Background: an optimization exercise with open tools, aiming at small area and a short achievable clock period. Do not read the settings as production practice. RTL that was checked went through simulation tests only; none was proved equivalent to the original.

==> trial 77 <==
==> flow/design.v (excerpt) <==
module CTE ( clk, reset, op_mode, in_en, yuv_in, rgb_in, busy, out_valid, rgb_out, yuv_out);
Settings: LEC_CHECK=0, CAP_MARGIN=20, CORE_MARGIN=2, CORE_UTILIZATION=40, CTS_BUF_LIST=sky130_fd_sc_hd__clkbuf_8, SLEW_MARGIN=20, SYNTH_HIERARCHICAL=1; clock period 25.0 ns.
standard.sh (not shown) runs the stock make flow with config.mk's settings and CLKGATE_MAP_FILE= SYNTH_SCRIPT=/design/flow/synth_recipe.tcl, a recipe that flattens the netlist after the stock synthesis.
==> flow/flow/run.sh <==
#!/bin/bash
# Standard layout (the standard.sh: standard synthesis and ORFS flow), with the
# port buffers made from buf_1 instead of the default delay buffer.
set -euo pipefail
bash standard.sh "BUFFER_PORTS_ARGS=-buffer_cell sky130_fd_sc_hd__buf_1" finish > standard_flow.log 2>&1
==> build 36: changes against trial 77 <==
CTS_BUF_LIST = not set   (was sky130_fd_sc_hd__clkbuf_8)
==> summary of the runs <==
Against trial 77, the first-iteration DRC count of build 36 is higher by about 3.6%. Between build 36 and trial 77, the lower sequential share of layout area is in build 36 (gap 0.12 points). In global-route usage, build 36 and trial 77 hardly differ. Against trial 77, the clock skew of build 36 is lower by 0.0023 ns. In build 36 the design area is higher than in trial 77, by 0.70%. Die area is the same in build 36 and trial 77. In via count, trial 77 and build 36 hardly differ.
==> figures <==
item	build 36	trial 77
Total number of vias	5,889	5,880
Final core utilization	0.4316	0.4286
Multi-input combinational area share	0.7081	0.7130
Post-route worst setup slack	15.89 ns	15.92 ns
Fraction of cell area in non-clock buffers	0.03661	0.03686
Routed metal-1 wirelength	8704 um	8629 um
Clk root buf	sky130_fd_sc_hd__clkbuf_16	sky130_fd_sc_hd__clkbuf_8
Required arrival time at the worst endpoint	25.05 ns	25.08 ns
Grt met1 use	0.2794	0.2770
Filler cell count	1,851	1,860
Clock buffers	6	5
Share of the final layout cell area in sequential cells	0.1681	0.1692
Layout clock area frac	0.02054	0.01369
Outcome	no timing/DRC/antenna violations	no timing/DRC/antenna violations
Worst EP arrival	9.17 ns	9.16 ns
Least-Margin Pin Slew	0.9250 ns	0.9186 ns
Wire length of the first global-routing pass	31,750 um	31,740 um
No functional check of the RTL was part of any run of this note.

---

==> 11-22: inputs <==
Another version of the RTL of CTE (not shown whole).
Settings: LEC_CHECK=0, CAP_MARGIN=20, CORE_MARGIN=2, CORE_UTILIZATION=40, CTS_BUF_LIST=sky130_fd_sc_hd__clkbuf_8, SLEW_MARGIN=20, SYNTH_HIERARCHICAL=1; clock period 25.0 ns.
Scripts as last shown in full above: flow/flow/run.sh
==> 03-21 (differences from 11-22) <==
==> flow/flow/run.sh (replaced) <==
#!/bin/bash
# Standard layout (the standard.sh: standard synthesis and ORFS flow), with the
# port buffers made from buf_1 instead of the default delay buffer, and timing repair aiming 16.05 ns above zero slack.
set -euo pipefail
bash standard.sh "BUFFER_PORTS_ARGS=-buffer_cell sky130_fd_sc_hd__buf_1" "SETUP_SLACK_MARGIN=16.05" finish > standard_flow.log 2>&1
==> comparison <==
03-21 finished with timing, DRC and antenna clean. 11-22 produced a clean layout. Utilization: 11-22 is lower than 03-21 (0.49 points). Between 03-21 and 11-22, the lower clock skew is in 11-22 (gap 0.0015 ns). Via count: 11-22 is lower than 03-21 (about 0.21%). Non-clock buffer count: 03-21 is higher than 11-22 (10).
==> figures <==
|  | 03-21 | 11-22 |
|---|---|---|
| Status | finished clean | finished clean |
| M1 wire length | 8590 um | 8550 um |
| Maximum frequency from static timing analysis | 114 MHz | 110 MHz |
| Via count | 6073 | 6060 |
| Detailed Route WL | 19500 um | 19300 um |
| Proportion of cell area spent on the clock network | 0.0152 | 0.0154 |
| Final cell area excluding filler cells | 7650 um2 | 7570 um2 |
| Count of placed standard cells in the final layout, fillers left out | 1057 | 1047 |
| Post-route core utilization | 0.429 | 0.424 |
| Global routing met2 resource utilization | 0.329 | 0.329 |

---

==> trial 72 <==
Another version of the RTL of CTE (not shown whole).
Design CTE, start of the top module:
module CTE ( clk, reset, op_mode, in_en, yuv_in, rgb_in, busy, out_valid, rgb_out, yuv_out);
clock: 25.0 ns
lec_check: 0
abc_area: 1
cap_margin: 20
core_margin: 2
core_utilization: 40
slew_margin: 20
synth_hierarchical: 1
==> flow/flow/run.sh <==
#!/bin/bash
# Standard layout (the standard.sh: standard synthesis and ORFS flow), with the
# port buffers made from buf_2 instead of the default delay buffer.
set -euo pipefail
bash standard.sh "BUFFER_PORTS_ARGS=-buffer_cell sky130_fd_sc_hd__buf_2" finish > standard_flow.log 2>&1
==> build 85: changes against trial 72 <==
--- a/flow/config.mk
+++ b/flow/config.mk
@@ -5,7 +5,7 @@
 export SDC_FILE = /design/flow/constraint.sdc
 export NUM_CORES = 4
 export LEC_CHECK = 0
-export ABC_AREA = 1
+export ABC_CLOCK_PERIOD_IN_PS = 4500
 export CAP_MARGIN = 20
 export CORE_MARGIN = 2
 export CORE_UTILIZATION = 40
==> notes <==
Trial 72 finished clean. Build 85 completed without violations.
Against build 85, the utilization of trial 72 is lower by 0.27 points.
Worst hold slack: trial 72 is worse than build 85 (30 ps).
Via count: build 85 is lower than trial 72 (17%).
Between trial 72 and build 85, the lower clock skew is in build 85 (gap 1.9 ps).
In build 85 the synthesized cell count is smaller than in trial 72, by 21%.
Of trial 72 and build 85, trial 72 has the higher die area (gap 6.2%, measured against build 85).
==> figures <==
metric                                                               build 85                 trial 72
Floorplan die area                                                  20200 µm²                21400 µm²
Min cycle time layout                                                 9390 ps                  9000 ps
Result of the run                                     complete, no violations  complete, no violations
Post-Route Hold Slack                                                  598 ps                   568 ps
Mux cell area share after synthesis                                   0.00296                        0
Number of ordinary inverters in the final layout                           40                      114
Fraction of area in multi-input gates                                   0.723                    0.704
Die boundary width                                                     142 µm                   146 µm
Arrival time reported for the critical path endpoint                  4390 ps                  4000 ps
Area of the placeable core                                          18700 µm²                20000 µm²
Met1 layer usage reported by global route                               0.266                    0.298
Critical R2R Capture                                                   np[13]                   np[11]

## afterwards: timing with drivers on the ports
The flow's constraints put no driver on any port. The routed layouts listed below were extracted and timed again, unchanged, in two steps. Step 1, drivers: a clkbuf_16 drives clk and a buf_2 each remaining input, both assumed. Step 2 adds t to the input delays and takes it off the output delays; t is the mean of the earliest and latest rising clock arrival at the registers after step 1. Input paths then give back, and output paths get back, about the clock's delay inside the block. a / b / c = ideal / step 1 / step 2; a / b = the first two.
run	t, ns	setup slack, ns	worst setup path at the end	worst data-port slew with drivers (ns)
trial 77	0.367	15.921 / 15.927 / 15.573	input to register	0.04
build 36	0.348	15.886 / 15.910 / 15.562	input to register	0.04
11-22	0.361	15.913 / 15.879 / 15.873	input to register	0.03
03-21	0.360	16.213 / 16.178 / 15.951	input to register	0.03
trial 72	0.332	16.001 / 15.960 / 16.176	input to register	0.04
build 85	0.327	15.614 / 15.576 / 15.903	register to output	0.04
After both steps setup and hold are still met in every run listed. The setup slack of trial 77, which loses most, moves by +0.006 ns with the drivers and by -0.348 ns with both steps.
